This is an optimization exercise on Yosys and OpenROAD, whose aim is small area and a short achievable clock period, not a production implementation. Where RTL was checked, it was by simulation tests only, not by an equivalence proof against the original. Function not checked in runs 1 to 6: the RTL went through the layout flow alone. No activity file was given, so power comes from the tool's default toggle rates.

===== flow/design.v =====
module ahb_bus_matrix
(
  input HBUSREQx0,
  input HBUSREQx1,
  input HBUSREQx2,
  input HBUSREQx3,
  input HLOCKx0,
  input HLOCKx1,
  input HLOCKx2,
  input HLOCKx3,
  input [1:0] HTRANSx0,
  input [1:0] HTRANSx1,
  input [1:0] HTRANSx2,
  input [1:0] HTRANSx3,
  input [31:0] HADDRx0,
  input [31:0] HADDRx1,
  input [31:0] HADDRx2,
  input [31:0] HADDRx3,
  input HWRITEx0,
  input HWRITEx1,
  input HWRITEx2,
  input HWRITEx3,
  input [2:0] HSIZEx0,
  input [2:0] HSIZEx1,
  input [2:0] HSIZEx2,
  input [2:0] HSIZEx3,
  input [2:0] HBURSTx0,
  input [2:0] HBURSTx1,
  input [2:0] HBURSTx2,
  input [2:0] HBURSTx3,
  input [31:0] HWDATAx0,
  input [31:0] HWDATAx1,
  input [31:0] HWDATAx2,
  input [31:0] HWDATAx3,
  input HREADYx0,
  input HREADYx1,
  input HREADYx2,
  input HREADYx3,
  input HREADYx4,
  input HREADYx5,
  input HREADYx6,
  input [1:0] HRESPx0,
  input [1:0] HRESPx1,
  input [1:0] HRESPx2,
  input [1:0] HRESPx3,
  input [1:0] HRESPx4,
  input [1:0] HRESPx5,
  input [1:0] HRESPx6,
  input [31:0] HRDATAx0,
  input [31:0] HRDATAx1,
  input [31:0] HRDATAx2,
  input [31:0] HRDATAx3,
  input [31:0] HRDATAx4,
  input [31:0] HRDATAx5,
  input [31:0] HRDATAx6, 
  input [3:0] HSPLITx0,
  input [3:0] HSPLITx1,
  input [3:0] HSPLITx2,
  input [3:0] HSPLITx3,
  input [3:0] HSPLITx4,
  input [3:0] HSPLITx5,
  input [3:0] HSPLITx6,
  output HGRANTx0,
  output HGRANTx1,
  output HGRANTx2,
  output HGRANTx3,
  output HSELx0,
  output HSELx1,
  output HSELx2,
  output HSELx3,
  output HSELx4,
  output HSELx5,
  output HSELx6,
  input HRESETn,
  input HCLK,
  output [1:0] HTRANS,
  output [31:0] HADDR,
  output HWRITE,
  output [2:0] HSIZE,
  output [2:0] HBURST,
  output [31:0] HWDATA,
  output HREADY,
  output [1:0] HRESP,
  output [31:0] HRDATA,
  output [3:0] HMASTER,
  output HMASTLOCK
);
reg [1:0] grant;       
reg [1:0] hm;          
reg [1:0] hmd;         
reg       fixlen;      
reg       split_q;     
reg       retry_q;     
reg [5:0] count;       
reg [3:0] req_mask;    
reg [2:0] ss;          
wire a0 = (hm == 2'd0);
wire a1 = (hm == 2'd1);
wire a2 = (hm == 2'd2);
wire a3 = (hm == 2'd3);
assign HADDR  = ({32{a0}} & HADDRx0)  | ({32{a1}} & HADDRx1)  |
                ({32{a2}} & HADDRx2)  | ({32{a3}} & HADDRx3);
assign HWRITE = (a0 & HWRITEx0) | (a1 & HWRITEx1) |
                (a2 & HWRITEx2) | (a3 & HWRITEx3);
assign HTRANS = ({2{a0}} & HTRANSx0) | ({2{a1}} & HTRANSx1) |
                ({2{a2}} & HTRANSx2) | ({2{a3}} & HTRANSx3);
assign HSIZE  = ({3{a0}} & HSIZEx0)  | ({3{a1}} & HSIZEx1)  |
                ({3{a2}} & HSIZEx2)  | ({3{a3}} & HSIZEx3);
assign HBURST = ({3{a0}} & HBURSTx0) | ({3{a1}} & HBURSTx1) |
                ({3{a2}} & HBURSTx2) | ({3{a3}} & HBURSTx3);
wire d0 = (hmd == 2'd0);
wire d1 = (hmd == 2'd1);
wire d2 = (hmd == 2'd2);
wire d3 = (hmd == 2'd3);
assign HWDATA = ({32{d0}} & HWDATAx0) | ({32{d1}} & HWDATAx1) |
                ({32{d2}} & HWDATAx2) | ({32{d3}} & HWDATAx3);
wire [3:0] ah = HADDR[31:28];
assign HSELx1 = (ah == 4'h1);
assign HSELx2 = (ah == 4'h2);
assign HSELx3 = (ah == 4'h3);
assign HSELx4 = (ah == 4'h4);
assign HSELx5 = (ah == 4'h5);
assign HSELx6 = (ah == 4'h6);
assign HSELx0 = ah[3] | (ah[2:0] == 3'd0) | (ah[2:0] == 3'd7);
wire [2:0] ss_dec = HSELx0 ? 3'd0 : ah[2:0];
always @(posedge HCLK or negedge HRESETn) begin
  if (!HRESETn)     ss <= 3'd0;
  else if (HREADY)  ss <= ss_dec;
end
wire s0 = (ss == 3'd0);
wire s1 = (ss == 3'd1);
wire s2 = (ss == 3'd2);
wire s3 = (ss == 3'd3);
wire s4 = (ss == 3'd4);
wire s5 = (ss == 3'd5);
wire s6 = (ss == 3'd6);
assign HRDATA = ({32{s0}} & HRDATAx0) | ({32{s1}} & HRDATAx1) |
                ({32{s2}} & HRDATAx2) | ({32{s3}} & HRDATAx3) |
                ({32{s4}} & HRDATAx4) | ({32{s5}} & HRDATAx5) |
                ({32{s6}} & HRDATAx6);
assign HRESP  = ({2{s0}} & HRESPx0) | ({2{s1}} & HRESPx1) |
                ({2{s2}} & HRESPx2) | ({2{s3}} & HRESPx3) |
                ({2{s4}} & HRESPx4) | ({2{s5}} & HRESPx5) |
                ({2{s6}} & HRESPx6);
assign HREADY = (s0 & HREADYx0) | (s1 & HREADYx1) |
                (s2 & HREADYx2) | (s3 & HREADYx3) |
                (s4 & HREADYx4) | (s5 & HREADYx5) |
                (s6 & HREADYx6);
wire g0 = (grant == 2'd0);
wire g1 = (grant == 2'd1);
wire g2 = (grant == 2'd2);
wire g3 = (grant == 2'd3);
assign HGRANTx0 = g0;
assign HGRANTx1 = g1;
assign HGRANTx2 = g2;
assign HGRANTx3 = g3;
wire locked = (g0 & HLOCKx0) | (g1 & HLOCKx1) | (g2 & HLOCKx2) | (g3 & HLOCKx3);
assign HMASTLOCK = locked;
assign HMASTER   = {2'b00, hm};
wire busreq = (g0 & HBUSREQx0) | (g1 & HBUSREQx1) | (g2 & HBUSREQx2) | (g3 & HBUSREQx3);
wire t_idle   = (HTRANS == 2'b00);
wire t_busy   = (HTRANS == 2'b01);
wire t_nonseq = (HTRANS == 2'b10);
wire t_seq    = (HTRANS == 2'b11);
reg [5:0] next_count;
always @(*) begin
  case (HTRANS)
    2'b10: begin
      case (HBURST)
        3'b000: next_count = HREADY ? 6'h0 : 6'h1;
        3'b001:   next_count = 6'h20;
        3'b010,
        3'b011:  next_count = HREADY ? 6'h3 : 6'h4;
        3'b100,
        3'b101:  next_count = HREADY ? 6'h7 : 6'h8;
        default:        next_count = HREADY ? 6'hf : 6'h10;
      endcase
    end
    2'b01: next_count = count;
    2'b00: next_count = 6'h0;
    default:      next_count = (HREADY && !count[5]) ? count - 6'd1 : count;
  endcase
end
always @(posedge HCLK or negedge HRESETn) begin
  if (!HRESETn) count <= 6'h0;
  else          count <= next_count;
end
wire cnt_le1 = t_nonseq ? (HBURST == 3'b000) :
               (t_seq && HREADY && !count[5]) ? (count[5:2] == 4'd0 && count[1:0] != 2'd0 && count[1:0] != 2'd3) :
               (count[5:1] == 5'd0);
wire degrant = !busreq | t_idle | (fixlen & !locked & cnt_le1) | split_q | retry_q;
wire resp_split = (HRESP == 2'b11);
wire to_dummy = (locked & resp_split) |
                (g1 & resp_split & !HBUSREQx2 & !HBUSREQx3) |
                (req_mask == 4'b0);
wire [1:0] next_grant = (HBUSREQx3 & req_mask[3]) ? 2'd3 :
                        (HBUSREQx2 & req_mask[2]) ? 2'd2 : 2'd1;
always @(posedge HCLK or negedge HRESETn) begin
  if (!HRESETn)      grant <= 2'd1;
  else if (to_dummy) grant <= 2'd0;
  else if (degrant)  grant <= next_grant;
end
always @(posedge HCLK or negedge HRESETn) begin
  if (!HRESETn) begin
    hm  <= 2'd1;
    hmd <= 2'd0;
  end else if (HREADY) begin
    hm  <= grant;
    hmd <= hm;
  end
end
always @(posedge HCLK or negedge HRESETn) begin
  if (!HRESETn) begin
    fixlen  <= 1'b0;
    split_q <= 1'b0;
    retry_q <= 1'b0;
  end else begin
    fixlen  <= (HBURST != 3'b001);
    split_q <= resp_split;
    retry_q <= (HRESP == 2'b10);
  end
end
wire [3:0] hsplit = HSPLITx0 | HSPLITx1 | HSPLITx2 | HSPLITx3 |
                    HSPLITx4 | HSPLITx5 | HSPLITx6;
wire [3:0] hm_oh  = {a3, a2, a1, a0};
always @(posedge HCLK or negedge HRESETn) begin
  if (!HRESETn) req_mask <= 4'b1111;
  else          req_mask <= (req_mask | hsplit) & ~({4{split_q}} & hm_oh);
end
endmodule

===== flow/run.sh =====
#!/bin/bash
# synth_recipe.tcl (not shown) runs the flow's synth.tcl, then flattens the netlist and writes it again
# the make line also repeats each setting of config.mk as NAME=value (left out here)
make -C /OpenROAD-flow-scripts/flow DESIGN_CONFIG=/design/flow/config.mk WORK_HOME=/design/flow/orfs CLKGATE_MAP_FILE= SYNTH_SCRIPT=/design/flow/synth_recipe.tcl finish

===== flow/config.mk =====
export PLATFORM = sky130hd
export DESIGN_NAME = ahb_bus_matrix
export DESIGN_NICKNAME = ahb_bus_matrix
export VERILOG_FILES = /design/flow/design.v
export SDC_FILE = /design/flow/constraint.sdc
export NUM_CORES = 4
export LEC_CHECK = 0
export CAP_MARGIN = 20
export CORE_AREA = 6 6 274 274
export DIE_AREA = 0 0 280 280
export SETUP_SLACK_MARGIN = 1.0
export SLEW_MARGIN = 20

===== flow/constraint.sdc =====
create_clock -name core_clock -period 4.0 [get_ports {HCLK}]
set_input_delay 0.8000 -clock core_clock [delete_from_list [all_inputs] [get_ports {HCLK}]]
set_output_delay 0.8000 -clock core_clock [all_outputs]
set_load 0.01 [all_outputs]

==> run summary, run 1 <==
DR DRC count: 0
flops & latches, synth: 22
commonest non-fill, non-tap cell in the layout: clkdlybuf4s50_1
wire per inst: 25.0 um
drt pass-1 iters: 4
Fmax: 0.308 GHz
clock root cell: clkbuf_16
clock share of power: 4.0%
number of global-route vias before repair: 9,027
Setup-failing EPs final: 0
Core ar.: 70,500 um2
hold_ws: 0.570 ns
ys async rst share: 100%
skew final: 0.0130 ns
number of enable flip-flop cells after synthesis: 0
first-pass GRT wire length: 70,800 um
sw frac: 45.5%
outcome: timing/DRC/antenna clean
Hold Fails Final Rpt: 0
CP startpoint kind: primary input
vias: 8,195
overall die area: 78,400 um2
Cell Chain, Critical Path: dlygate4sd2_1 > mux4_2 > buf_6 > and3_4 > or3_4 > buf_12
Clock Latency Late Sink: 0.28 ns
hold crit path type: flop to flop
TritonCTS clock tree: done
total track usage: 12.7%
Filler cells: 7,648
most frequent cells in the layout: clkdlybuf4s50_1, buf_4, mux4_2
final wirelength: 55,400 um
# placed instances: 2,117
RSZ-0062 raised after global routing: yes
post-route ant nets: 0
start point of the critical path: HADDRx2[28]
setup TNS: 0 ns
leakage: 5.34 nW
layout cells sized above 1: 25.4%
Worst Setup End Kind: primary output
Slew HR: 43.2%
MaxCap Viol Count: 0
clock sink count: 22
peak supply drop: 0.000211 V
Int Power: 3.97 mW
H-tree Lvls: 1
Design Power: 7.29 mW
synth-to-layout area growth: 192%
crit path kind: primary input to primary output
initial antenna violation count: 23
placed cell areas: 13,200 um2
# IOs: 699
post-synthesis cell count: 499
Syn Std Cell Area: 4930 um2
Syn Area/Cell: 9.89 um2
Place WS: 0.240 ns
GRT overflow: 0
fin. max-slew vios: 0
Critical Path AT: 2.45 ns
Die W: 280 um
row cnt: 97
prevailing post-synth register cell: dfrtp_1
CTS max path bufs: 2
largest net degree at the start of global routing: 34
DPL Wire Length: 46,900 um
register area share after synthesis: 11.3%
Hold Crit Start: count[3]$_DFFE_PN0P_
final period utilization: 81.1%
Post-Route Utilization: 20.4%
Worst R2R Start: hm[0]$_DFFE_PN1N_
Die Y-Extent: 280 um
Power Dens Cells: 506 nW/um2
Comb power frac: 88.2%
vias per cell: 3.70
Starting Density: 7.00%
clk slew on worst S/H paths: 0.07 ns
GPL Wtd Cong: 1.05
initial drt markers: 404
crit-path max FO: 3
post-synth cell types: 56
Synth Warn #: 1
Required @ worst endpoint: 3.20 ns
PortBufs: 696
Final Non-Filler Cells: 2,214
actual slew at the worst max-slew pin: 0.844 ns
Final Cell Area: 14,400 um2
Final nets: 1,844
Final min period: 3.25 ns
Psw: 3.32 mW
Worst Setup Slack, final: 0.754 ns
Slowest-stage cell, CP: mux4_2
Flop pwr share: 7.9%
critical path's largest stage delay: 0.51 ns
CTS buffer count: 3
-- cells in the mapped netlist (all sizes together) (3+ instances only) --
cell	count	share of area, %
nand2b	6	0.76
mux2i	33	6.7
a22oi	21	3.2
nor2b	8	1.0
a22o	6	1.1
or2	5	0.63
nor3b	3	0.56
a32oi	3	0.53
mux2	22	5.1
nand2	25	1.9
dfstp	6	3.2
and2	3	0.38
and3	3	0.38
inv	8	0.61
a21oi	38	3.9
nor2	56	4.3
nand3	4	0.41
dfrtp	16	8.1
nor4	9	1.1
nor3	7	0.71
a31oi	9	1.1
clkbuf	30	2.3
o22ai	5	0.63
mux4	86	39
o221ai	9	1.6
buf	20	2.2
a221oi	11	2.0
o21ai	25	2.5
-- final timing paths --
| check | slack (ns) | depth (start not counted) | end |
|---|---|---|---|
| max in group asynchronous | 2.80 | 2 | req_mask[2]$_DFF_PN1_ |
| worst max register to register | 0.96 | 9 | grant[1]$_DFFE_PN0P_ |
| worst max-delay path | 0.75 | 6 | HSELx0 |
| min in group asynchronous | 0.89 | 2 | fixlen$_DFF_PN0_ |
| worst min-delay path | 0.57 | 1 | count[3]$_DFFE_PN0P_ |
| worst min register to register | 0.57 | 1 | count[3]$_DFFE_PN0P_ |
-- per-layer routing --
metal / global-route usage, % / wire, um / share of wire [%]
met5: 0 / 62 / 0.11
met4: 2.99 / 1120 / 2.0
met3: 3.15 / 4910 / 8.9
met2: 23.4 / 28300 / 51
met1: 14.6 / 21100 / 38
-- cell families after synthesis --
group / count (synthesis) / share of synthesized area [%]
mux: 141 / 51.0
compound gates: 140 / 18.9
simple gates: 135 / 13.0
buf+inv: 58 / 5.12
flops: 22 / 11.3
fa+ha+maj: 2 / 0.507
other cells: 1 / 0.0760
-- power groups by stage --
stage,logic (mW),registers [mW],clock network [mW]
after floorplan,2.71,0.390,0
after global placement,5.66,0.603,0
after detailed placement,5.70,0.607,0
after CTS,6.19,0.588,0.308
after global routing,6.84,0.604,0.303
final,6.43,0.573,0.291
-- what timing repair did --
item	CTS	global route
hold buffers	0	0
pin swaps	10	9
gates resized for setup	212	94
gates cloned	4	3
setup endpoints to repair	106	76
buffers inserted	51	27
-- state kept, by name, summed over array words and instances, names as in the netlist --
name / cells
grant: 2
count: 6
req_mask: 4
fixlen: 1
retry_q: 1
split_q: 1
ss: 3
hm: 2
hmd: 2
-- cell type report --
| cell class | instances | area, um2 | share of cell area (%) |
|---|---|---|---|
| Antenna cell | 8 | 20.0 | 0.139 |
| Clock buffer | 4 | 100 | 0.694 |
| Inverter | 8 | 43.8 | 0.304 |
| Multi-Input combinational cell | 420 | 4420 | 30.6 |
| Sequential cell | 22 | 577 | 4.00 |
| Tap cell | 940 | 1180 | 8.16 |
| Timing Repair Buffer | 812 | 8080 | 56.1 |
-- critical path, delay by kind of cell --
kind,cells,cell delay [ns]
buffers and inverters,3,0.57
muxes,1,0.51
and+or+nand+nor,2,0.55
==> run 2: changes to the inputs <==
==> flow/flow/run.sh (new file) <==
#!/bin/bash
# Standard ORFS layout, with the port buffers made from the smallest buffer cell.
set -euo pipefail
export BUFFER_PORTS_ARGS="-buffer_cell sky130_fd_sc_hd__buf_1"
bash standard.sh > flow_make.log 2>&1
==> flow/standard.sh (new file) <==
#!/bin/bash
# synth_recipe.tcl (not shown) runs the flow's synth.tcl, then flattens the netlist and writes it again
# the make line also repeats each setting of config.mk as NAME=value (left out here)
make -C /OpenROAD-flow-scripts/flow DESIGN_CONFIG=/design/flow/config.mk WORK_HOME=/design/flow/orfs CLKGATE_MAP_FILE= SYNTH_SCRIPT=/design/flow/synth_recipe.tcl "${@:-finish}"
removed: flow/run.sh
==> run 2 against run 1 <==
Compared with the run above: still clean on timing, DRC and antenna; sequential share of layout area increased by 1.8 points; die area unchanged; synthesized cell count unchanged; power decreased by 14%; global-route usage decreased by 0.49 points; critical path type is now flop to primary output; critical endpoint unchanged.
==> run summary, run 2 <==
CTS buffer count: 3 (unchanged)
Synth top cells by count: mux4_2, nor2_1, a21oi_1
start point of the critical path: hm[0]$_DFFE_PN1N_
FF-to-FF End: grant[1]$_DFFE_PN0P_
Worst Setup End Kind: primary output
Hold Fails Final Rpt: 0 (unchanged)
setup slack, reg-to-reg: 1.02 ns (+0.06 ns)
R2R cell count: 8 (-1)
Final nets: 1,815 (-1.6%)
DR WL met2: 25,600 um (-9.5%)
most frequent cells in the layout: buf_1, mux4_2, buf_4
Setup crit end: HSELx0
Place WS: 0.615 ns (+0.375 ns)
actual slew at the worst max-slew pin: 0.789 ns (-0.0556 ns)
WL met3: 5500 um (+12%)
clk slew on worst S/H paths: 0.07 ns (about the same)
Die W: 280 um (unchanged)
layout cells sized above 1: 24.0% (-1.3 points)
flops & latches, synth: 22 (unchanged)
vias: 8,222 (+0.33%)
MaxCap Viol Count: 0 (unchanged)
Worst Setup Slack, final: 0.865 ns (+0.111 ns)
RSZ-0062 raised after global routing: yes
Clock Latency Late Sink: 0.27 ns (about the same)
PortBufs: 696 (unchanged)
top cells by area, synth: mux4_2, dfrtp_1, mux2i_1
crit-path max FO: 5 (+2)
DR DRC count: 0 (unchanged)
Met1 Wirelength: 19,700 um (-6.4%)
Largest Register: count
post-route ant nets: 0 (unchanged)
overall die area: 78,400 um2 (unchanged)
clock sink count: 22 (unchanged)
post-synth top area cell: mux4_2
initial drt markers: 538 (+33%)
Worst R2R Start: hm[0]$_DFFE_PN1N_
Die Y-Extent: 280 um (unchanged)
ys async rst share: 100% (unchanged)
leakage: 3.20 nW (-40%)
Required @ worst endpoint: 3.20 ns (about the same)
Final Non-Filler Cells: 2,191 (-1.0%)
Slowest-stage cell, CP: dfstp_4
Design Power: 6.30 mW (-14%)
commonest non-fill, non-tap cell in the layout: buf_1
Largest regs: count (6), req_mask (4), ss (3)
total track usage: 12.2% (-0.49 points)
max reg flops: 6 (unchanged)
TritonCTS clock tree: done
GPL Wtd Cong: 0.934 (-11%)
fin. max-slew vios: 0 (unchanged)
crit path kind: flop to primary output
synth-to-layout area growth: 103%
Slew HR: 46.9% (+3.7 points)
critical path's largest stage delay: 0.70 ns (+0.19 ns)
CP startpoint kind: flop
hold crit path type: primary input to async pin
post-synth cell types: 56 (unchanged)
first-pass GRT wire length: 67,900 um (-4.1%)
CTS max path bufs: 2 (unchanged)
setup TNS: 0 ns (unchanged)
# placed instances: 2,113 (-0.19%)
register area share after synthesis: 11.3% (unchanged)
GRT overflow: 0 (unchanged)
Syn Std Cell Area: 4930 um2 (unchanged)
drt pass-1 iters: 5 (+1)
peak supply drop: 0.000311 V (+47%)
Post-Route Utilization: 14.2% (-6.2 points)
Setup-failing EPs final: 0 (unchanged)
Fmax: 0.319 GHz (+3.5%)
wire per inst: 24.3 um (-3.1%)
row cnt: 97 (unchanged)
vias per cell: 3.75 (+1.4%)
largest net degree at the start of global routing: 37 (+8.8%)
DPL Wire Length: 45,800 um (-2.5%)
Critical Path AT: 2.34 ns (-0.11 ns)
count leader, synth: mux4_2
skew final: 0.00410 ns (-0.00885 ns)
Synth Warn #: 1 (unchanged)
Starting Density: 7.00% (unchanged)
number of global-route vias before repair: 8,785 (-2.7%)
Power Dens Cells: 629 nW/um2 (+24%)
clock root cell: clkbuf_16
top cell type's share of synthesized area: 39.2% (unchanged)
Syn Area/Cell: 9.89 um2 (unchanged)
final wirelength: 53,100 um (-4.1%)
number of enable flip-flop cells after synthesis: 0 (unchanged)
post-synthesis cell count: 499 (unchanged)
# IOs: 699 (unchanged)
Highest Signal Layer: met5
H-tree Lvls: 1 (unchanged)
outcome: timing/DRC/antenna clean
final period utilization: 78.4% (-2.8 points)
Cell Chain, Critical Path: mux4_2 > and3_4 > or3_4 > buf_6
Core ar.: 70,500 um2 (unchanged)
prevailing post-synth register cell: dfrtp_1
initial antenna violation count: 31 (+35%)
Final min period: 3.14 ns (-0.111 ns)
run 2: layout make-up:
cell class	instances	area [um2]
Tap cell	940	1180
Inverter	8	43.8
Clock inverter	1	30.0
Timing Repair Buffer	783	3710
Antenna cell	14	35.0
Clock buffer	3	75.1
Multi-Input combinational cell	420	4360
Fill cell	8108	60500
Sequential cell	22	577
run 2: through the flow:
step	hold slack [ns]	instance area [um2]
global route	0.543	10000
CTS	0.527	9640
global placement	0.543	8760
detailed placement	0.548	8760
floorplan	0.481	4940
finish	0.508	10000
run 2: worst min-delay path by stage:
stage	slack, ns	end	from
after floorplan	0.48	req_mask[3]$_DFF_PN1_	split_q$_DFF_PN0_
after global placement	0.54	count[3]$_DFFE_PN0P_	count[3]$_DFFE_PN0P_
after detailed placement	0.55	count[3]$_DFFE_PN0P_	count[3]$_DFFE_PN0P_
after CTS	0.53	count[0]$_DFFE_PN0P_	HRESETn
after global routing	0.54	retry_q$_DFF_PN0_	HRESETn
final	0.51	retry_q$_DFF_PN0_	HRESETn
run 2: worst max-delay path, delay by kind of cell (launching register included):
family,cells,cell delay [ns]
flops,1,0.70
mux,1,0.63
simple gates,2,0.56
buf+inv,1,0.15
run 2: logic make-up (layout without fill, tap and decap cells):
kind of cell / after synthesis / in the layout / share of synthesized area (%)
AOI/OAI and AO/OA: 140 / 140 / 18.9
adders and majority gates: 2 / 2 / 0.507
buffers and inverters: 58 / 795 / 5.12
DFF: 22 / 22 / 11.3
muxes: 141 / 141 / 51.0
other: 1 / 16 / 0.0760
and+or+nand+nor: 135 / 135 / 13.0
run 2: what timing repair did:
action | in CTS | in global routing
setup buffers | 43 | 13
hold buffers | 0 | 0
resized for setup | 81 | 67
cloned | 3 | 1
endpoints found under the setup margin | 80 | 65
pin swaps | 10 | 5
run 2: report_power, final:
group | total (mW) | leakage (nW) | switching (mW) | internal, mW
logic | 5.39 | 2.90 | 2.84 | 2.55
registers | 0.609 | 0.253 | 0.272 | 0.337
clock network | 0.303 | 0.0512 | 0.104 | 0.200
total | 6.30 | 3.20 | 3.21 | 3.09
run 2: routing by layer:
layer	vias to the layer above	global-route usage, %
met5	-	0
met4	18	4.50
met3	118	3.62
met2	664	21.2
met1	3868	14.1
li1	3554	-
==> run 3: changes to the inputs <==
--- a/flow/design.v
+++ b/flow/design.v
@@ -87,4 +87,4 @@
 );
-reg [1:0] grant;       
-reg [1:0] hm;          
+reg [1:0] grant_x;     
+reg [3:0] hm_x;        
 reg [1:0] hmd;         
@@ -94,8 +94,11 @@
 reg [5:0] count;       
-reg [3:0] req_mask;    
+reg [3:0] mask_n;      
 reg [2:0] ss;          
-wire a0 = (hm == 2'd0);
-wire a1 = (hm == 2'd1);
-wire a2 = (hm == 2'd2);
-wire a3 = (hm == 2'd3);
+wire [1:0] grant    = grant_x ^ 2'b01;
+wire [3:0] hm_oh    = hm_x ^ 4'b0010;
+wire [3:0] req_mask = ~mask_n;
+wire a0 = hm_oh[0];
+wire a1 = hm_oh[1];
+wire a2 = hm_oh[2];
+wire a3 = hm_oh[3];
 assign HADDR  = ({32{a0}} & HADDRx0)  | ({32{a1}} & HADDRx1)  |
@@ -110,2 +113,3 @@
                 ({3{a2}} & HBURSTx2) | ({3{a3}} & HBURSTx3);
+wire [1:0] hm = {a2 | a3, a1 | a3};
 wire d0 = (hmd == 2'd0);
@@ -198,13 +202,14 @@
 always @(posedge HCLK or negedge HRESETn) begin
-  if (!HRESETn)      grant <= 2'd1;
-  else if (to_dummy) grant <= 2'd0;
-  else if (degrant)  grant <= next_grant;
-end
+  if (!HRESETn)      grant_x <= 2'd0;
+  else if (to_dummy) grant_x <= 2'd0 ^ 2'b01;
+  else if (degrant)  grant_x <= next_grant ^ 2'b01;
+end
+wire [3:0] grant_oh = {g3, g2, g1, g0};
 always @(posedge HCLK or negedge HRESETn) begin
   if (!HRESETn) begin
-    hm  <= 2'd1;
-    hmd <= 2'd0;
+    hm_x <= 4'd0;
+    hmd  <= 2'd0;
   end else if (HREADY) begin
-    hm  <= grant;
-    hmd <= hm;
+    hm_x <= grant_oh ^ 4'b0010;
+    hmd  <= hm;
   end
@@ -224,6 +229,5 @@
                     HSPLITx4 | HSPLITx5 | HSPLITx6;
-wire [3:0] hm_oh  = {a3, a2, a1, a0};
-always @(posedge HCLK or negedge HRESETn) begin
-  if (!HRESETn) req_mask <= 4'b1111;
-  else          req_mask <= (req_mask | hsplit) & ~({4{split_q}} & hm_oh);
+always @(posedge HCLK or negedge HRESETn) begin
+  if (!HRESETn) mask_n <= 4'b0000;
+  else          mask_n <= ~((req_mask | hsplit) & ~({4{split_q}} & hm_oh));
 end
--- a/flow/config.mk
+++ b/flow/config.mk
@@ -8,4 +8,4 @@
 export CAP_MARGIN = 20
-export CORE_AREA = 6 6 274 274
-export DIE_AREA = 0 0 280 280
+export CORE_AREA = 6 6 194 194
+export DIE_AREA = 0 0 200 200
 export SETUP_SLACK_MARGIN = 1.0
==> run 3 against run 2 <==
Compared with the run above: still clean; clock power hardly changed; sequential power is 5.3% lower; design area is 14% lower; area after synthesis is 2.9% higher; sequential share of layout area is 1.4 points higher; global-route usage is 6.4 points higher; via count is 2.4% higher; flip-flop and latch count is 2 higher; count of clock-buffer cells in the layout stayed put; power is 16% lower; first-iteration DRC count is 9.7% higher; hold slack better by 0.056 ns; critical path type unchanged; largest power group unchanged.
==> run summary, run 3 <==
outcome: timing/DRC/antenna clean
CTS buffer count: 3 (unchanged)
Design Power: 5.31 mW (-16%)
drt pass-1 iters: 5 (unchanged)
top cell type's share of synthesized area: 23.9% (-15 points)
Final nets: 1,830 (+0.83%)
Power Dens Cells: 619 nW/um2 (-1.6%)
overall die area: 40,000 um2 (-49%)
commonest non-fill, non-tap cell in the layout: buf_1
top cells by area, synth: mux4_2, dfrtp_1, mux2i_1
row cnt: 68 (-30%)
DR DRC count: 0 (unchanged)
MaxCap Viol Count: 0 (unchanged)
clock share of power: 5.7% (+0.9 points)
CP startpoint kind: flop
crit path kind: flop to primary output
skew final: 0.00313 ns (-0.000970 ns)
CTS Hold Bufs: 0 (unchanged)
setup TNS: 0 ns (unchanged)
Synth top cells by count: nor2_1, mux4_2, a21oi_1, a22o_1, nand2_1
Slew HR: 58.2% (+11 points)
layout cells sized above 1: 11.3% (-13 points)
number of global-route vias before repair: 8,273 (-5.8%)
crit-path max FO: 15 (+10)
Comb power frac: 83.4% (-2.1 points)
fin. max-slew vios: 0 (unchanged)
Die W: 200 um (-29%)
vias: 8,417 (+2.4%)
DPL Wire Length: 36,800 um (-20%)
prevailing post-synth register cell: dfrtp_1
most frequent cells in the layout: buf_1, nor2_1, mux4_2
leakage: 2.86 nW (-11%)
clk slew on worst S/H paths: 0.07 ns (about the same)
post-synthesis cell count: 577 (+16%)
number of enable flip-flop cells after synthesis: 0 (unchanged)
sw frac: 54.2% (+3.2 points)
Syn Area/Cell: 8.80 um2 (-11%)
Cell Chain, Critical Path: buf_6 > a22oi_1 > and3_2 > inv_1 > nor3_1 > a211o_1 > buf_1
Starting Density: 14.7% (+7.7 points)
clock sink count: 24 (+9.1%)
clock root cell: clkbuf_16
vias per cell: 4.89 (+30%)
Fmax: 0.337 GHz (+5.8%)
Sequential Area: 617 um2 (+6.9%)
Worst Setup End Kind: primary output
Synth Warn #: 1 (unchanged)
Largest regs: count (6), hm_x (4), mask_n (4)
Filler cells: 3,879 (-52%)
register area share after synthesis: 11.8% (+0.51 points)
Setup-failing EPs final: 0 (unchanged)
# IOs: 699 (unchanged)
wire per inst: 24.5 um (+0.97%)
synth-to-layout area growth: 68.6%
Critical Path AT: 2.16 ns (-0.18 ns)
GRT overflow: 0 (unchanged)
final wirelength: 42,200 um (-21%)
Clock Latency Late Sink: 0.27 ns (about the same)
PortBufs: 696 (unchanged)
post-synth top area cell: mux4_2
# placed instances: 1,688 (-20%)
Psw: 2.87 mW (-11%)
total track usage: 18.6% (+6.4 points)
footprint of the multi-input gates: 4180 um2 (-4.2%)
Final Non-Filler Cells: 1,723 (-21%)
Core ar.: 34,600 um2 (-51%)
RSZ-0062 raised after global routing: yes
ys async rst share: 100% (unchanged)
first-pass GRT wire length: 55,000 um (-19%)
peak supply drop: 0.000336 V (+8.1%)
Hold Fails Final Rpt: 0 (unchanged)
Slowest-stage cell, CP: dfrtp_2
critical path's largest stage delay: 0.47 ns (-0.23 ns)
count leader, synth: nor2_1
CTS max path bufs: 2 (unchanged)
Largest Register: count
initial antenna violation count: 26 (-16%)
post-synth cell types: 61 (+8.9%)
Final min period: 2.96 ns (-0.171 ns)
GPL Wtd Cong: 0.942 (+0.86%)
flops & latches, synth: 24 (+9.1%)
Int Power: 2.43 mW (-21%)
post-route ant nets: 0 (unchanged)
Syn Std Cell Area: 5080 um2 (+2.9%)
actual slew at the worst max-slew pin: 0.626 ns (-0.162 ns)
Required @ worst endpoint: 3.20 ns (about the same)
max reg flops: 6 (unchanged)
H-tree Lvls: 1 (unchanged)
Die Y-Extent: 200 um (-29%)
Flop pwr share: 10.9% (+1.2 points)
TritonCTS clock tree: done
final period utilization: 74.1% (-4.3 points)
hold crit path type: primary input to async pin
largest net degree at the start of global routing: 49 (+32%)
initial drt markers: 590 (+9.7%)
==> run 3: cell types whose count changed in the layout (fill, tap and decap cells not counted), sizes merged, moves of 8 or more <==
cell    previous run  this run
inv                5        15
buf              758       729
a22o               6        41
nor2              56        70
dfrtp             16        24
mux4              86        54
o221ai             9         1
a221o              1        33
clkbuf            28         5
nand2             25        40
==> run 3: cell families (layout without fill, tap and decap cells) <==
kind of cell    count (synthesis)  after routing  share of synthesized area (%)
compound gates                202            202                           30.0
fa+ha+maj                       2              2                          0.493
other cells                     1             18                         0.0738
mux                           106            106                           34.9
flops                          24             24                           11.8
buf+inv                        78            752                           7.07
simple gates                  160            160                           15.0
xor+xnor                        4              4                          0.690
==> run 3: area by class of cell <==
cell class / instances / share of cell area [%]
inverter: 16 / 0.774
multi-input combinational: 476 / 48.8
clock buffer: 3 / 0.876
timing repair buffer: 732 / 34.9
clock inverter: 1 / 0.351
sequential: 24 / 7.20
tap: 455 / 6.65
antenna: 16 / 0.467
==> run 3: worst max-delay path: cells and delay by family (launching register included) <==
kind                   cells  cell delay (ns)
buffers and inverters      3             0.51
flip-flops                 1             0.47
AND/OR/NAND/NOR            2             0.56
AO/OA/AOI/OAI              2             0.35
==> run 3: through the flow <==
stage | area (um2) | hold slack, ns | utilization [%] | setup WS [ns]
final | 8570 | 0.565 | 24.7 | 1.04
after global placement | 8150 | 0.618 | 23.5 | 0.803
after CTS | 8400 | 0.550 | 24.3 | 0.979
after detailed placement | 8150 | 0.616 | 23.5 | 0.816
after floorplan | 5080 | 0.504 | - | 1.21
after global routing | 8550 | 0.580 | 24.7 | 0.938
==> run 3: power by group through the flow <==
stage | Combinational [mW] | Sequential (mW) | Clock [mW]
after floorplan | 2.81 | 0.393 | 0
after global placement | 4.14 | 0.601 | 0
after detailed placement | 4.13 | 0.612 | 0
after CTS | 4.33 | 0.576 | 0.312
after global routing | 4.76 | 0.603 | 0.320
final | 4.43 | 0.577 | 0.302
==> run 3: per-layer routing <==
| layer | vias up | track usage [%] | wire [um] |
|---|---|---|---|
| met5 | - | 2.35 | 164 |
| met4 | 22 | 3.41 | 881 |
| met3 | 67 | 9.27 | 6060 |
| met2 | 618 | 27.3 | 18200 |
| met1 | 4038 | 24.6 | 16900 |
| li1 | 3672 | - | - |
==> run 3: path summary, 6_finish.rpt <==
kind                                       from                     end  slack, ns  depth (start not counted)
max                         hm_x[2]$_DFFE_PN0N_                  HSELx0       1.04                          7
min reg2reg                count[4]$_DFFE_PN0P_    count[4]$_DFFE_PN0P_       0.63                          2
max reg2reg                 hm_x[2]$_DFFE_PN0N_  grant_x[1]$_DFFE_PN0P_       1.10                          9
min                                     HRESETn    count[0]$_DFFE_PN0P_       0.56                          2
min in group core_clock    count[4]$_DFFE_PN0P_    count[4]$_DFFE_PN0P_       0.63                          2
max in group asynchronous               HRESETn       ss[0]$_DFFE_PN0N_       3.12                          2
==> run 3: timing repair <==
action / in CTS / in global routing
endpoints found under the setup margin: 42 / 38
gates resized for setup: 19 / 17
pin swaps: 2 / 2
setup buffers: 7 / 6
gates cloned: 1 / 1
hold endpoints to repair: 0 / 0
==> run 4: changes to the inputs <==
--- a/flow/config.mk
+++ b/flow/config.mk
@@ -10,3 +10,3 @@
 export DIE_AREA = 0 0 200 200
-export SETUP_SLACK_MARGIN = 1.0
+export SETUP_SLACK_MARGIN = 1.5
 export SLEW_MARGIN = 20
==> run 4 against run 3 <==
Compared with the run above: sequential power fell by 12%; power rose by 31%; global-route usage rose by 2.3 points; first-iteration DRC count rose by 26%; fmax rose by 2.8%; area after synthesis did not move; critical endpoint is now HRDATA[27]; synthesized cell count did not move; die area did not move; register-to-register slack improved by 0.31 ns; utilization rose by 5.0 points; routed wire length rose by 15%.
==> run summary, run 4 <==
ys async rst share: 100% (unchanged)
most frequent cells in the layout: buf_1, buf_4, nor2_1
Sequential Area: 624 um2 (+1.2%)
Die W: 200 um (unchanged)
Power Dens Cells: 673 nW/um2 (+8.6%)
Final Cell Area: 10,300 um2 (+20%)
Setup-failing EPs final: 0 (unchanged)
post-route ant nets: 0 (unchanged)
Worst Setup End Kind: primary output
clock root cell: clkbuf_16
count leader, synth: nor2_1
number of global-route vias before repair: 8,740 (+5.6%)
R2R cell count: 11 (+2)
fin. max-slew vios: 0 (unchanged)
setup slack, reg-to-reg: 1.41 ns (+0.31 ns)
Starting Density: 14.7% (unchanged)
Worst Setup Slack, final: 1.12 ns (+0.0796 ns)
Syn Area/Cell: 8.80 um2 (unchanged)
DPL Wire Length: 38,500 um (+4.6%)
CTS max path bufs: 2 (unchanged)
Filler cells: 3,763 (-3.0%)
crit path kind: flop to primary output
footprint of the multi-input gates: 4530 um2 (+8.5%)
Worst R2R Start: hm_x[2]$_DFFE_PN0N_
flops & latches, synth: 24 (unchanged)
number of enable flip-flop cells after synthesis: 0 (unchanged)
post-synthesis cell count: 577 (unchanged)
Required @ worst endpoint: 3.20 ns (about the same)
MaxCap Viol Count: 0 (unchanged)
commonest non-fill, non-tap cell in the layout: buf_1
top cells by area, synth: mux4_2, dfrtp_1, mux2i_1
synth-to-layout area growth: 103%
Clock Latency Late Sink: 0.27 ns (about the same)
prevailing post-synth register cell: dfrtp_1
FF-to-FF End: grant_x[0]$_DFFE_PN0P_
Hold Fails Final Rpt: 0 (unchanged)
vias: 8,944 (+6.3%)
first-pass GRT wire length: 60,800 um (+11%)
final wirelength: 48,700 um (+15%)
Largest regs: count (6), hm_x (4), mask_n (4)
Largest Register: count
max reg flops: 6 (unchanged)
DR DRC count: 0 (unchanged)
outcome: timing/DRC/antenna clean
wire per inst: 27.0 um (+10%)
Core ar.: 34,600 um2 (unchanged)
post-synth top area cell: mux4_2
Place WS: 0.750 ns (-0.0656 ns)
setup TNS: 0 ns (unchanged)
PortBufs: 696 (unchanged)
post-synth cell types: 61 (unchanged)
Setup crit end: HRDATA[27]
vias per cell: 4.96 (+1.5%)
clk slew on worst S/H paths: 0.07 ns (about the same)
leakage: 3.78 nW (+32%)
GPL Wtd Cong: 0.986 (+4.7%)
total track usage: 20.9% (+2.3 points)
clock sink count: 24 (unchanged)
Die Y-Extent: 200 um (unchanged)
# IOs: 699 (unchanged)
CTS buffer count: 3 (unchanged)
initial drt markers: 743 (+26%)
Syn Std Cell Area: 5080 um2 (unchanged)
CP startpoint kind: flop
TritonCTS clock tree: done
register area share after synthesis: 11.8% (unchanged)
placed cell areas: 8140 um2 (about the same)
skew final: 0.00745 ns (+0.00432 ns)
final period utilization: 72.1% (-2.0 points)
row cnt: 68 (unchanged)
crit-path max FO: 7 (-8)
Critical Path AT: 2.08 ns (-0.08 ns)
Final min period: 2.88 ns (-0.0796 ns)
start point of the critical path: ss[0]$_DFFE_PN0N_
Final nets: 1,911 (+4.4%)
Synth top cells by count: nor2_1, mux4_2, a21oi_1, a22o_1, nand2_1
hold_ws: 0.539 ns (-0.0252 ns)
peak supply drop: 0.000262 V (-22%)
initial antenna violation count: 27 (+3.8%)
overall die area: 40,000 um2 (unchanged)
layout cells sized above 1: 27.2% (+16 points)
drt pass-1 iters: 5 (unchanged)
largest net degree at the start of global routing: 35 (-29%)
hold crit path type: primary input to async pin
Fmax: 0.347 GHz (+2.8%)
GRT overflow: 0 (unchanged)
RSZ-0062 raised after global routing: yes
top cell type's share of synthesized area: 23.9% (unchanged)
H-tree Lvls: 1 (unchanged)
Synth Warn #: 1 (unchanged)
run 4: cell counts after synthesis:
No cell type changed its count.
run 4: cell families (layout without fill, tap and decap cells):
group,after synthesis,in the layout,share of synthesized area [%]
flip-flops,24,24,11.8
AO/OA/AOI/OAI,202,202,30.0
XOR/XNOR,4,4,0.690
buffers and inverters,78,833,7.07
other,1,18,0.0738
multiplexers,106,106,34.9
adder cells (fa/ha/maj),2,2,0.493
AND/OR/NAND/NOR,160,160,15.0
run 4: what timing repair did:
| action | in CTS | in global routing |
|---|---|---|
| hold buffers | 0 | 0 |
| endpoints found under the setup margin | 111 | 98 |
| pin swaps | 22 | 33 |
| setup buffers | 50 | 34 |
| gates resized for setup | 152 | 155 |
| gates cloned | 9 | 8 |
run 4: per-stage QoR:
step,utilization [%],std cells,power [mW]
after detailed placement,23.5,1683,4.74
after floorplan,-,578,3.23
after global routing,29.7,1792,7.31
after global placement,23.5,1683,4.73
final,29.8,1804,6.93
after CTS,27.1,1746,6.14
run 4: area by class of cell:
cell class / count / area share [%]
multi-input combinational: 476 / 44.0
timing repair buffer: 813 / 42.3
sequential: 24 / 6.06
tap: 455 / 5.52
inverter: 16 / 0.777
clock buffer: 3 / 0.728
antenna: 16 / 0.388
clock inverter: 1 / 0.291
run 4: worst min-delay path by stage:
stage	to	slack, ns
global placement	count[5]$_DFFE_PN0P_	0.60
CTS	hmd[0]$_DFFE_PN0N_	0.54
floorplan	count[0]$_DFFE_PN0P_	0.50
finish	fixlen$_DFF_PN0_	0.54
global route	fixlen$_DFF_PN0_	0.57
detailed placement	count[5]$_DFFE_PN0P_	0.60
run 4: per-layer routing:
| metal | routed length, um | global-route usage [%] | vias to the layer above |
|---|---|---|---|
| li1 | - | - | 3861 |
| met3 | 7620 | 11.6 | 71 |
| met4 | 893 | 3.87 | 22 |
| met5 | 128 | 1.48 | - |
| met2 | 20800 | 30.4 | 699 |
| met1 | 19200 | 27.2 | 4291 |
run 4: power breakdown:
group	internal, mW	switching [mW]	leakage [nW]
Combinational	2.98	3.14	3.44
Clock	0.200	0.105	0.0512
Sequential	0.352	0.158	0.294
run 4: worst max-delay path, cell delays in order, from the launching register on:
cell and delay, ns:
dfrtp_4 0.52, buf_12 0.17, buf_16 0.15, mux2i_1 0.15, nor2_1 0.06, a21oi_1 0.15, nor2_1 0.06, a31oi_1 0.23
o21ai_1 0.15, buf_2 0.17
==> run 5: changes to the inputs <==
--- a/flow/config.mk
+++ b/flow/config.mk
@@ -10,3 +10,3 @@
 export DIE_AREA = 0 0 200 200
-export SETUP_SLACK_MARGIN = 1.5
+export SETUP_SLACK_MARGIN = 2.0
 export SLEW_MARGIN = 20
==> run 5 against run 4 <==
Compared with the run above: die area unchanged; worst setup slack got worse by 0.0083 ns; critical path depth decreased by 2; critical path type is now primary input to primary output; largest power group unchanged; highest routed layer unchanged.
==> run summary, run 5 <==
clock sink count: 24 (unchanged)
flops & latches, synth: 24 (unchanged)
Largest regs: count (6), hm_x (4), mask_n (4)
M1 GR Usage: 29.5% (+2.3 points)
Slew HR: 51.0%
fin. max-slew vios: 0 (unchanged)
peak supply drop: 0.000344 V (+31%)
top cell type's share of synthesized area: 23.9% (unchanged)
GRT overflow: 0 (unchanged)
crit-path max FO: 3 (-4)
start point of the critical path: HADDRx2[31]
critical path's largest stage delay: 0.28 ns (-0.24 ns)
clock root cell: clkbuf_16
Slowest-stage cell, CP: or2_4
prevailing post-synth register cell: dfrtp_1
Flop pwr share: 6.6% (-0.8 points)
number of enable flip-flop cells after synthesis: 0 (unchanged)
post-synth cell types: 61 (unchanged)
Worst Setup End Kind: primary output
post-synthesis cell count: 577 (unchanged)
Comb power frac: 89.6% (+1.4 points)
Final nets: 1,927 (+0.84%)
GPL Wtd Cong: 0.999 (+1.3%)
Critical Path AT: 2.09 ns (about the same)
most frequent cells in the layout: buf_1, buf_6, buf_4
Hold Fails Final Rpt: 0 (unchanged)
Design Power: 7.93 mW (+14%)
number of global-route vias before repair: 9,021 (+3.2%)
Final Non-Filler Cells: 1,827 (+1.3%)
DR DRC count: 0 (unchanged)
outcome: timing/DRC/antenna clean
Die W: 200 um (unchanged)
hold crit path type: primary input to async pin
# placed instances: 1,677 (-0.36%)
drt pass-1 iters: 5 (unchanged)
sw frac: 47.9% (-1.1 points)
MaxCap Viol Count: 0 (unchanged)
Starting Density: 14.7% (unchanged)
synth-to-layout area growth: 119%
RSZ-0062 raised after global routing: yes
Largest Register: count
CP startpoint kind: primary input
skew final: 0.00233 ns (-0.00513 ns)
met3 usage: 12.0% (+0.42 points)
commonest non-fill, non-tap cell in the layout: buf_1
TritonCTS clock tree: done
ys async rst share: 100% (unchanged)
Required @ worst endpoint: 3.20 ns (about the same)
CTS buffer count: 3 (unchanged)
post-synth top area cell: mux4_2
H-tree Lvls: 1 (unchanged)
first-pass GRT wire length: 65,900 um (+8.3%)
Syn Area/Cell: 8.80 um2 (unchanged)
wire per inst: 28.6 um (+6.0%)
PortBufs: 696 (unchanged)
Synth Warn #: 1 (unchanged)
post-route ant nets: 0 (unchanged)
clock share of power: 3.8% (-0.6 points)
Cell Chain, Critical Path: buf_1 > a22o_1 > a221oi_2 > inv_1 > or2_4 > nor3_4 > buf_2
max reg flops: 6 (unchanged)
row cnt: 68 (unchanged)
register area share after synthesis: 11.8% (unchanged)
actual slew at the worst max-slew pin: 0.735 ns
Worst R2R Start: hm_x[2]$_DFFE_PN0N_
top cells by area, synth: mux4_2, dfrtp_1, mux2i_1
Power Dens Cells: 714 nW/um2 (+6.2%)
Most Used Layer, Global Route: met2
Die Y-Extent: 200 um (unchanged)
final period utilization: 72.3% (+0.21 points)
vias: 9,278 (+3.7%)
Final min period: 2.89 ns (+0.00834 ns)
DPL Wire Length: 39,100 um (+1.6%)
total track usage: 23.0% (+2.1 points)
leakage: 4.15 nW (+9.7%)
clk slew on worst S/H paths: 0.07 ns (about the same)
CTS max path bufs: 2 (unchanged)
largest net degree at the start of global routing: 34 (-2.9%)
layout cells sized above 1: 36.0% (+8.8 points)
final wirelength: 52,300 um (+7.3%)
initial drt markers: 775 (+4.3%)
initial antenna violation count: 38 (+41%)
Setup-failing EPs final: 0 (unchanged)
count leader, synth: nor2_1
met2 Track Usage GR: 33.4% (+3.0 points)
CTS Hold Bufs: 0 (unchanged)
crit path kind: primary input to primary output
Syn Std Cell Area: 5080 um2 (unchanged)
Psw: 3.80 mW (+12%)
Core ar.: 34,600 um2 (unchanged)
overall die area: 40,000 um2 (unchanged)
Synth top cells by count: nor2_1, mux4_2, a21oi_1, a22o_1, nand2_1
Int Power: 4.13 mW (+17%)
# IOs: 699 (unchanged)
Clock Latency Late Sink: 0.27 ns (about the same)
setup TNS: 0 ns (unchanged)
Fmax: 0.346 GHz (-0.29%)
vias per cell: 5.08 (+2.4%)
run 5: final cells by class:
cell class	instances	area [um2]
diodes	23	57.6
clock buffers	3	75.1
clock inverters	1	30.0
fillers	3616	23500
inverters	16	90.1
multi-input cells	477	4810
flip-flops and latches	24	632
well taps	455	569
repair buffers	828	4840
run 5: metal layers:
layer,share of wire [%],vias up
met5,0.55,-
li1,-,3906
met2,42,782
met1,39,4450
met3,15,116
met4,2.8,24
run 5: power by group through the flow:
stage,logic [mW],clock network (mW),registers (mW)
global placement,4.11,0,0.801
finish,7.11,0.301,0.522
floorplan,3.27,0,0.394
global route,7.39,0.328,0.537
detailed placement,4.13,0,0.815
CTS,6.37,0.315,0.517
run 5: final timing paths:
| path | slack, ns | depth (start not counted) | endpoint |
|---|---|---|---|
| setup / recovery | 1.11 | 7 | HSELx3 |
| hold / removal | 0.58 | 1 | count[3]$_DFFE_PN0P_ |
| setup reg to reg | 1.47 | 12 | grant_x[1]$_DFFE_PN0P_ |
| hold reg to reg | 0.63 | 2 | count[5]$_DFFE_PN0P_ |
| max in group asynchronous | 2.87 | 1 | ss[2]$_DFFE_PN0N_ |
| min in group core_clock | 0.63 | 2 | count[5]$_DFFE_PN0P_ |
run 5: logic make-up (layout without fill, tap and decap cells):
logic type / count (synthesis) / in the layout / synth area share (%)
simple gates: 160 / 161 / 15.0
fa+ha+maj: 2 / 2 / 0.493
other cells: 1 / 25 / 0.0738
compound gates: 202 / 202 / 30.0
mux: 106 / 106 / 34.9
flops: 24 / 24 / 11.8
xor+xnor: 4 / 4 / 0.690
buf+inv: 78 / 848 / 7.07
run 5: metrics by stage:
step	util [%]	hold WS [ns]	area (um2)	setup WS [ns]
2_1_floorplan	-	0.504	5580	1.42
3_3_place_gp	24.2	0.594	8390	1.01
3_5_place_dp	24.2	0.608	8390	0.957
4_1_cts	29.9	0.591	10400	1.19
5_1_grt	32.0	0.633	11100	1.09
6_report	32.1	0.582	11100	1.11
run 5: repair_timing:
item                       in CTS  in global routing
gates resized for setup       230                130
setup buffers                  81                 22
cloned                         13                  7
setup endpoints to repair     142                137
pin swaps                      57                 36
run 5: critical path, delay by kind of cell:
kind	cells	cell delay (ns)
compound gates	2	0.49
buf+inv	3	0.38
simple gates	2	0.42
==> run 6: changes to the inputs <==
--- a/flow/config.mk
+++ b/flow/config.mk
@@ -8,5 +8,5 @@
 export CAP_MARGIN = 20
-export CORE_AREA = 6 6 194 194
-export DIE_AREA = 0 0 200 200
-export SETUP_SLACK_MARGIN = 2.0
+export CORE_AREA = 6 6 274 274
+export DIE_AREA = 0 0 280 280
+export SETUP_SLACK_MARGIN = 1.0
 export SLEW_MARGIN = 20
==> run 6 against run 5 <==
Compared with the run above: worst setup slack lost 0.083 ns; flip-flop and latch count is the same; global-route usage shrank 12 points; via count shrank 9.1%; clock power shrank 8.3%; fmax shrank 2.8%; power shrank 27%; routed wire length shrank 7.8%; first-iteration DRC count shrank 22%; critical endpoint is now HRDATA[12]; largest power group unchanged.
==> run summary, run 6 <==
outcome: timing/DRC/antenna clean
# IOs: 699 (unchanged)
Starting Density: 7.20% (-7.5 points)
Hold Fails Final Rpt: 0 (unchanged)
Synth top cells by count: nor2_1, mux4_2, a21oi_1, a22o_1, nand2_1
Place WS: 0.810 ns (-0.147 ns)
Final min period: 2.98 ns (+0.0829 ns)
vias: 8,432 (-9.1%)
vias per cell: 3.78 (-25%)
layout cells sized above 1: 13.8% (-22 points)
clock sink count: 24 (unchanged)
overall die area: 78,400 um2 (+96%)
Comb power frac: 84.3% (-5.3 points)
Worst Setup Slack, final: 1.02 ns (-0.0829 ns)
Slowest-stage cell, CP: dfrtp_4
Clock Latency Late Sink: 0.28 ns (about the same)
Synth Warn #: 1 (unchanged)
initial antenna violation count: 10 (-74%)
most frequent cells in the layout: buf_1, nor2_1, mux4_2
number of enable flip-flop cells after synthesis: 0 (unchanged)
max reg flops: 6 (unchanged)
Setup-failing EPs final: 0 (unchanged)
hold crit path type: flop to flop
H-tree Lvls: 1 (unchanged)
Int Power: 2.57 mW (-38%)
actual slew at the worst max-slew pin: 0.863 ns (+0.128 ns)
Final Cell Area: 9440 um2 (-15%)
peak supply drop: 0.000283 V (-18%)
initial drt markers: 605 (-22%)
Post-Route Utilization: 13.4% (-19 points)
synth-to-layout area growth: 85.8%
register area share after synthesis: 11.8% (unchanged)
CTS buffer count: 3 (unchanged)
DR DRC count: 0 (unchanged)
Critical Path AT: 2.18 ns (+0.09 ns)
critical path's largest stage delay: 0.56 ns (+0.28 ns)
Largest regs: count (6), hm_x (4), mask_n (4)
# placed instances: 2,186 (+30%)
Slew HR: 42.5% (-8.5 points)
CTS Hold Bufs: 0 (unchanged)
Syn Area/Cell: 8.80 um2 (unchanged)
fin. max-slew vios: 0 (unchanged)
Die Y-Extent: 280 um (+40%)
Bufs and invs on worst path: 3 (unchanged)
hold_ws: 0.614 ns (+0.0324 ns)
Largest delay share family, worst path: buffers and inverters
clock root cell: clkbuf_16
drt pass-1 iters: 5 (unchanged)
count leader, synth: nor2_1
post-synth top area cell: mux4_2
Compound-Gate Fraction of Synth Area: 30.0% (unchanged)
placed cell areas: 8870 um2 (+5.8%)
PortBufs: 696 (unchanged)
number of global-route vias before repair: 8,880 (-1.6%)
CP most frequent cell: buf_4
flops & latches, synth: 24 (unchanged)
Flop pwr share: 10.9% (+4.3 points)
leakage: 3.02 nW (-27%)
crit-path max FO: 7 (+4)
top cell type's share of synthesized area: 23.9% (unchanged)
mux contribution to synthesized area: 34.9% (unchanged)
Simple-Gate Fraction of Synth Area: 15.0% (unchanged)
skew final: 0.00486 ns (+0.00253 ns)
Die W: 280 um (+40%)
post-route ant nets: 0 (unchanged)
row cnt: 97 (+43%)
post-synthesis cell count: 577 (unchanged)
prevailing post-synth register cell: dfrtp_1
largest family of logic cells by synthesized area: multiplexers
post-synth cell types: 61 (unchanged)
setup TNS: 0 ns (unchanged)
adder-cell share of the synthesized area: 0.493% (unchanged)
GRT overflow: 0 (unchanged)
DPL Wire Length: 39,900 um (+2.2%)
Cell Chain, Critical Path: buf_4 > and2_1 > buf_4 > a21oi_1 > nor2_1 > a31oi_1 > o21ai_0 > buf_1
Worst Setup End Kind: primary output
Design Power: 5.80 mW (-27%)
ys async rst share: 100% (unchanged)
Fmax: 0.336 GHz (-2.8%)
total track usage: 10.9% (-12 points)
TritonCTS clock tree: done
clock share of power: 4.8% (+1.0 points)
Psw: 3.23 mW (-15%)
largest net degree at the start of global routing: 44 (+29%)
final wirelength: 48,200 um (-7.8%)
Final nets: 1,859 (-3.5%)
wire per inst: 21.6 um (-24%)
Core ar.: 70,500 um2 (+100%)
MaxCap Viol Count: 0 (unchanged)
Final Non-Filler Cells: 2,228 (+22%)
Required @ worst endpoint: 3.20 ns (about the same)
RSZ-0062 raised after global routing: yes
Syn Std Cell Area: 5080 um2 (unchanged)
GPL Wtd Cong: 0.996 (-0.28%)
commonest non-fill, non-tap cell in the layout: buf_1
CTS max path bufs: 2 (unchanged)
xor/xnor cell area share of the yosys netlist: 0.690% (unchanged)
crit path kind: flop to primary output
clk slew on worst S/H paths: 0.08 ns (about the same)
first-pass GRT wire length: 62,000 um (-5.8%)
sw frac: 55.6% (+7.7 points)
CP startpoint kind: flop
Power Dens Cells: 615 nW/um2 (-14%)
Largest Register: count
top cells by area, synth: mux4_2, dfrtp_1, mux2i_1
final period utilization: 74.4% (+2.1 points)
[run 6: metal layers]
metal	vias up	track usage (%)	routed length [um]
met5	-	0	47
met4	6	3.00	1310
met3	71	4.07	5250
met2	574	17.4	21800
met1	4058	13.6	19700
li1	3723	-	-
[run 6: worst paths after layout]
kind	from	end	slack [ns]	cells after the start
setup / recovery	ss[2]$_DFFE_PN0N_	HRDATA[12]	1.02	8
hold / removal	count[5]$_DFFE_PN0P_	count[5]$_DFFE_PN0P_	0.61	2
setup reg to reg	hm_x[2]$_DFFE_PN0N_	grant_x[0]$_DFFE_PN0P_	1.32	9
hold reg to reg	count[5]$_DFFE_PN0P_	count[5]$_DFFE_PN0P_	0.61	2
max in group asynchronous	HRESETn	ss[0]$_DFFE_PN0N_	2.75	1
min in group asynchronous	HRESETn	mask_n[0]$_DFF_PN0_	0.62	1
[run 6: cell families (layout without fill, tap and decap cells)]
| family | after synthesis | after routing |
|---|---|---|
| flip-flops | 24 | 24 |
| adder cells (fa/ha/maj) | 2 | 2 |
| XOR/XNOR | 4 | 4 |
| AND/OR/NAND/NOR | 160 | 160 |
| other | 1 | 9 |
| multiplexers | 106 | 106 |
| AO/OA/AOI/OAI | 202 | 202 |
| buffers and inverters | 78 | 781 |
[run 6: area by class of cell]
cell class | count | area [um2]
Fill cell | 8165 | 61100
Multi-Input combinational cell | 476 | 4180
Timing Repair Buffer | 761 | 3280
Tap cell | 940 | 1180
Sequential cell | 24 | 628
Clock buffer | 4 | 88.8
Inverter | 16 | 66.3
Antenna cell | 7 | 17.5
[run 6: worst min-delay path: stages, from the launching register on]
cell     delay (ns)
dfrtp_1        0.39
a41oi_1        0.06
o22ai_1        0.12
[run 6: timing repair]
item                                    in CTS  in global routing
gates cloned                                 1                  2
buffers inserted                            19                  9
pin swaps                                    0                  3
resized for setup                           26                  7
endpoints found under the setup margin      53                 13
[run 6: power by group through the flow]
| stage | sequential [mW] | combinational (mW) | clock, mW |
|---|---|---|---|
| 6_report | 0.634 | 4.89 | 0.276 |
| 2_1_floorplan | 0.393 | 2.81 | 0 |
| 3_5_place_dp | 0.799 | 4.35 | 0 |
| 3_3_place_gp | 0.795 | 4.37 | 0 |
| 4_1_cts | 0.660 | 4.84 | 0.302 |
| 5_1_grt | 0.678 | 5.30 | 0.303 |
==> run 7: changes to the inputs <==
--- a/flow/design.v
+++ b/flow/design.v
@@ -95,3 +95,2 @@
 reg [3:0] mask_n;      
-reg [2:0] ss;          
 wire [1:0] grant    = grant_x ^ 2'b01;
@@ -120,22 +119,34 @@
                 ({32{d2}} & HWDATAx2) | ({32{d3}} & HWDATAx3);
-wire [3:0] ah = HADDR[31:28];
-assign HSELx1 = (ah == 4'h1);
-assign HSELx2 = (ah == 4'h2);
-assign HSELx3 = (ah == 4'h3);
-assign HSELx4 = (ah == 4'h4);
-assign HSELx5 = (ah == 4'h5);
-assign HSELx6 = (ah == 4'h6);
-assign HSELx0 = ah[3] | (ah[2:0] == 3'd0) | (ah[2:0] == 3'd7);
-wire [2:0] ss_dec = HSELx0 ? 3'd0 : ah[2:0];
-always @(posedge HCLK or negedge HRESETn) begin
-  if (!HRESETn)     ss <= 3'd0;
-  else if (HREADY)  ss <= ss_dec;
-end
-wire s0 = (ss == 3'd0);
-wire s1 = (ss == 3'd1);
-wire s2 = (ss == 3'd2);
-wire s3 = (ss == 3'd3);
-wire s4 = (ss == 3'd4);
-wire s5 = (ss == 3'd5);
-wire s6 = (ss == 3'd6);
+function [6:0] dec;
+  input [3:0] a;
+  begin
+    dec[0] = a[3] | (a[2:0] == 3'd0) | (a[2:0] == 3'd7);
+    dec[1] = (a == 4'h1);
+    dec[2] = (a == 4'h2);
+    dec[3] = (a == 4'h3);
+    dec[4] = (a == 4'h4);
+    dec[5] = (a == 4'h5);
+    dec[6] = (a == 4'h6);
+  end
+endfunction
+wire [6:0] dm0 = dec(HADDRx0[31:28]);
+wire [6:0] dm1 = dec(HADDRx1[31:28]);
+wire [6:0] dm2 = dec(HADDRx2[31:28]);
+wire [6:0] dm3 = dec(HADDRx3[31:28]);
+wire [6:0] hsel = ({7{a0}} & dm0) | ({7{a1}} & dm1) |
+                  ({7{a2}} & dm2) | ({7{a3}} & dm3);
+assign {HSELx6, HSELx5, HSELx4, HSELx3, HSELx2, HSELx1, HSELx0} = hsel;
+reg [6:0] ss_x;
+wire [6:0] ss_oh = ss_x ^ 7'b0000001;
+always @(posedge HCLK or negedge HRESETn) begin
+  if (!HRESETn)     ss_x <= 7'd0;
+  else if (HREADY)  ss_x <= hsel ^ 7'b0000001;
+end
+wire s0 = ss_oh[0];
+wire s1 = ss_oh[1];
+wire s2 = ss_oh[2];
+wire s3 = ss_oh[3];
+wire s4 = ss_oh[4];
+wire s5 = ss_oh[5];
+wire s6 = ss_oh[6];
 assign HRDATA = ({32{s0}} & HRDATAx0) | ({32{s1}} & HRDATAx1) |
--- a/flow/config.mk
+++ b/flow/config.mk
@@ -8,5 +8,5 @@
 export CAP_MARGIN = 20
-export CORE_AREA = 6 6 274 274
-export DIE_AREA = 0 0 280 280
-export SETUP_SLACK_MARGIN = 1.0
+export CORE_AREA = 6 6 194 194
+export DIE_AREA = 0 0 200 200
+export SETUP_SLACK_MARGIN = 0.3
 export SLEW_MARGIN = 20
==> run 7 against run 6 <==
Compared with the run above: synthesized cell count is 10% lower; via count is 1.5% lower; largest cell class unchanged; sequential share of layout area is 2.2 points higher; flip-flop and latch count is 4 higher; still clean on timing, DRC and antenna; critical path type unchanged; largest power group unchanged; cell count is 26% lower.
==> run summary, run 7 <==
outcome: timing/DRC/antenna clean
# placed instances: 1,634 (-25%)
initial antenna violation count: 34 (+24)
initial drt markers: 1,106 (+83%)
Synth top cells by count: a22oi_1, a22o_1, clkbuf_1
placed cell areas: 7820 um2 (-12%)
actual slew at the worst max-slew pin: 0.973 ns (+0.110 ns)
layout cells sized above 1: 7.52% (-6.3 points)
prevailing post-synth register cell: dfrtp_1
Worst Setup End Kind: primary output
PortBufs: 696 (unchanged)
max reg flops: 7 (+1)
vias: 8,307 (-1.5%)
register area share after synthesis: 15.1% (+3.2 points)
GPL Wtd Cong: 1.00 (+0.88%)
Final min period: 3.14 ns (+0.162 ns)
Syn Std Cell Area: 4650 um2 (-8.4%)
Post-Route Utilization: 23.0% (+9.6 points)
Final nets: 1,761 (-5.3%)
clock share of power: 6.5% (+1.7 points)
flops & latches, synth: 28 (+17%)
hold crit path type: flop to flop
post-synthesis cell count: 517 (-10%)
post-synth top area cell: mux4_2
largest net degree at the start of global routing: 34 (-23%)
drt pass-1 iters: 7 (+2)
Worst R2R Start: ss_x[3]$_DFFE_PN0N_
Setup-failing EPs final: 0 (unchanged)
top cell type's share of synthesized area: 16.0% (-8.0 points)
Largest Register: ss_x
Power Dens Cells: 642 nW/um2 (+4.5%)
CTS buffer count: 3 (unchanged)
ys async rst share: 100% (unchanged)
Int Power: 2.31 mW (-10%)
TritonCTS clock tree: done
Slew HR: 35.1% (-7.4 points)
GRT overflow: 0 (unchanged)
synth-to-layout area growth: 70.8%
start point of the critical path: ss_x[2]$_DFFE_PN0N_
CTS Hold Bufs: 0 (unchanged)
vias per cell: 5.04 (+33%)
most frequent cells in the layout: buf_1, a22oi_1, a22o_1
Slowest-stage cell, CP: dfrtp_1
clock sink count: 28 (+17%)
sw frac: 54.8% (-0.80 points)
Comb power frac: 77.2% (-7.1 points)
Hold Crit Start: hmd[1]$_DFFE_PN0N_
RSZ-0062 raised after global routing: no
post-route ant nets: 0 (unchanged)
number of global-route vias before repair: 7,978 (-10%)
Starting Density: 13.4% (+6.2 points)
Clock Latency Late Sink: 0.28 ns (about the same)
top cells by area, synth: mux4_2, dfrtp_1, a22oi_1
Die W: 200 um (-29%)
DR DRC count: 0 (unchanged)
final period utilization: 78.5% (+4.1 points)
Post-CTS Setup Bufs: 0 (-19)
total track usage: 18.9% (+8.1 points)
first-pass GRT wire length: 55,200 um (-11%)
Die Y-Extent: 200 um (-29%)
count leader, synth: a22oi_1
Filler cells: 3,925 (-52%)
commonest non-fill, non-tap cell in the layout: buf_1
Critical Path AT: 2.34 ns (+0.16 ns)
Largest regs: ss_x (7), count (6)
wire per inst: 25.9 um (+20%)
Final Non-Filler Cells: 1,648 (-26%)
Psw: 2.80 mW (-13%)
final wirelength: 42,600 um (-12%)
peak supply drop: 0.000289 V (+2.0%)
H-tree Lvls: 1 (unchanged)
Required @ worst endpoint: 3.20 ns (about the same)
setup TNS: 0 ns (unchanged)
Core ar.: 34,600 um2 (-51%)
clock root cell: clkbuf_16
leakage: 2.60 nW (-14%)
number of enable flip-flop cells after synthesis: 0 (unchanged)
fin. max-slew vios: 0 (unchanged)
critical path's largest stage delay: 0.68 ns (+0.12 ns)
clk slew on worst S/H paths: 0.09 ns (about the same)
Cell Chain, Critical Path: buf_4 > a222oi_1 > nand3_1 > buf_1
Hold Fails Final Rpt: 0 (unchanged)
Fmax: 0.319 GHz (-5.2%)
DPL Wire Length: 37,600 um (-5.7%)
skew final: 0.0109 ns (+0.00605 ns)
Final Cell Area: 7950 um2 (-16%)
Syn Area/Cell: 9.00 um2 (+2.2%)
Synth Warn #: 1 (unchanged)
MaxCap Viol Count: 0 (unchanged)
post-synth cell types: 61 (unchanged)
CP startpoint kind: flop
Flop pwr share: 16.4% (+5.5 points)
PostCTS Resize Cnt: 0 (-100%)
crit-path max FO: 15 (+8)
# IOs: 699 (unchanged)
overall die area: 40,000 um2 (-49%)
row cnt: 68 (-30%)
crit path kind: flop to primary output
CTS max path bufs: 2 (unchanged)
## run 7: changes by cell type in the layout (fill, tap and decap cells not counted), sizes merged, moves of 6 or more
cell and delta:
a221oi -10, buf -37, nand2 -24, nor2 -47, a22oi +58, a222oi +34, nand3 +40, inv -6
mux2i -34, a21oi -34, mux4 -20, o21ai -23, a221o +7, mux2 -9
## run 7: power groups by stage
stage | Clock (mW) | Combinational [mW] | Sequential (mW)
after detailed placement | 0 | 3.92 | 0.838
after global placement | 0 | 3.90 | 0.831
after global routing | 0.358 | 4.22 | 0.870
final | 0.329 | 3.94 | 0.835
after floorplan | 0 | 2.65 | 0.467
after CTS | 0.351 | 3.93 | 0.833
## run 7: routing by layer
metal | vias to the layer above | global-route usage (%) | share of wire [%]
li1 | 3596 | - | -
met1 | 3928 | 24.9 | 39
met2 | 658 | 27.2 | 42
met3 | 89 | 11.4 | 17
met4 | 36 | 2.43 | 1.7
met5 | - | 0 | 0.53
## run 7: cell families (layout without fill, tap and decap cells)
group           Yosys count  after routing  synth area share, %
compound gates          224            224                 41.5
simple gates            145            145                 17.2
buf+inv                  69            734                 5.86
mux                      43             43                 18.7
flops                    28             28                 15.1
xor+xnor                  5              5                0.941
fa+ha+maj                 2              2                0.538
other cells               1             12               0.0806
## run 7: final cells by class
class / instances / area [um2] / area share (%)
tap: 455 / 569 / 7.16
sequential: 28 / 706 / 8.88
timing repair buffer: 721 / 2830 / 35.6
clock inverter: 1 / 30.0 / 0.378
multi-input combinational: 421 / 3680 / 46.3
antenna: 10 / 25.0 / 0.315
clock buffer: 3 / 75.1 / 0.944
inverter: 9 / 33.8 / 0.425
## run 7: worst max-delay path: cells and delay by family (launching register included)
family	cells	cell delay, ns
AOI/OAI and AO/OA	1	0.63
buffers and inverters	2	0.57
DFF	1	0.68
and+or+nand+nor	1	0.16
## run 7: final timing paths
path / to / slack (ns) / cells after the start
setup / recovery: HRDATA[18] / 0.86 / 4
max in group asynchronous: hmd[0]$_DFFE_PN0N_ / 2.77 / 1
hold reg to reg: hmd[1]$_DFFE_PN0N_ / 0.52 / 1
hold / removal: hmd[1]$_DFFE_PN0N_ / 0.52 / 1
min in group asynchronous: mask_n[1]$_DFF_PN0_ / 0.63 / 1
setup reg to reg: grant_x[0]$_DFFE_PN0P_ / 1.32 / 6
## run 7: metrics by stage
stage | worst slack (ns) | power, mW | hold slack (ns)
after global placement | 1.18 | 4.73 | 0.492
after global routing | 0.877 | 5.45 | 0.535
after floorplan | 1.42 | 3.12 | 0.479
after detailed placement | 1.25 | 4.75 | 0.498
final | 0.862 | 5.10 | 0.518
after CTS | 0.926 | 5.12 | 0.521

Setup slack of run 7, layout unchanged: 0.862 ns with ideal ports, 0.820 ns with driving cells assumed (clock clkbuf_16, inputs buf_2), 1.140 ns with port delays also shifted by the 0.320 ns mid clock arrival.
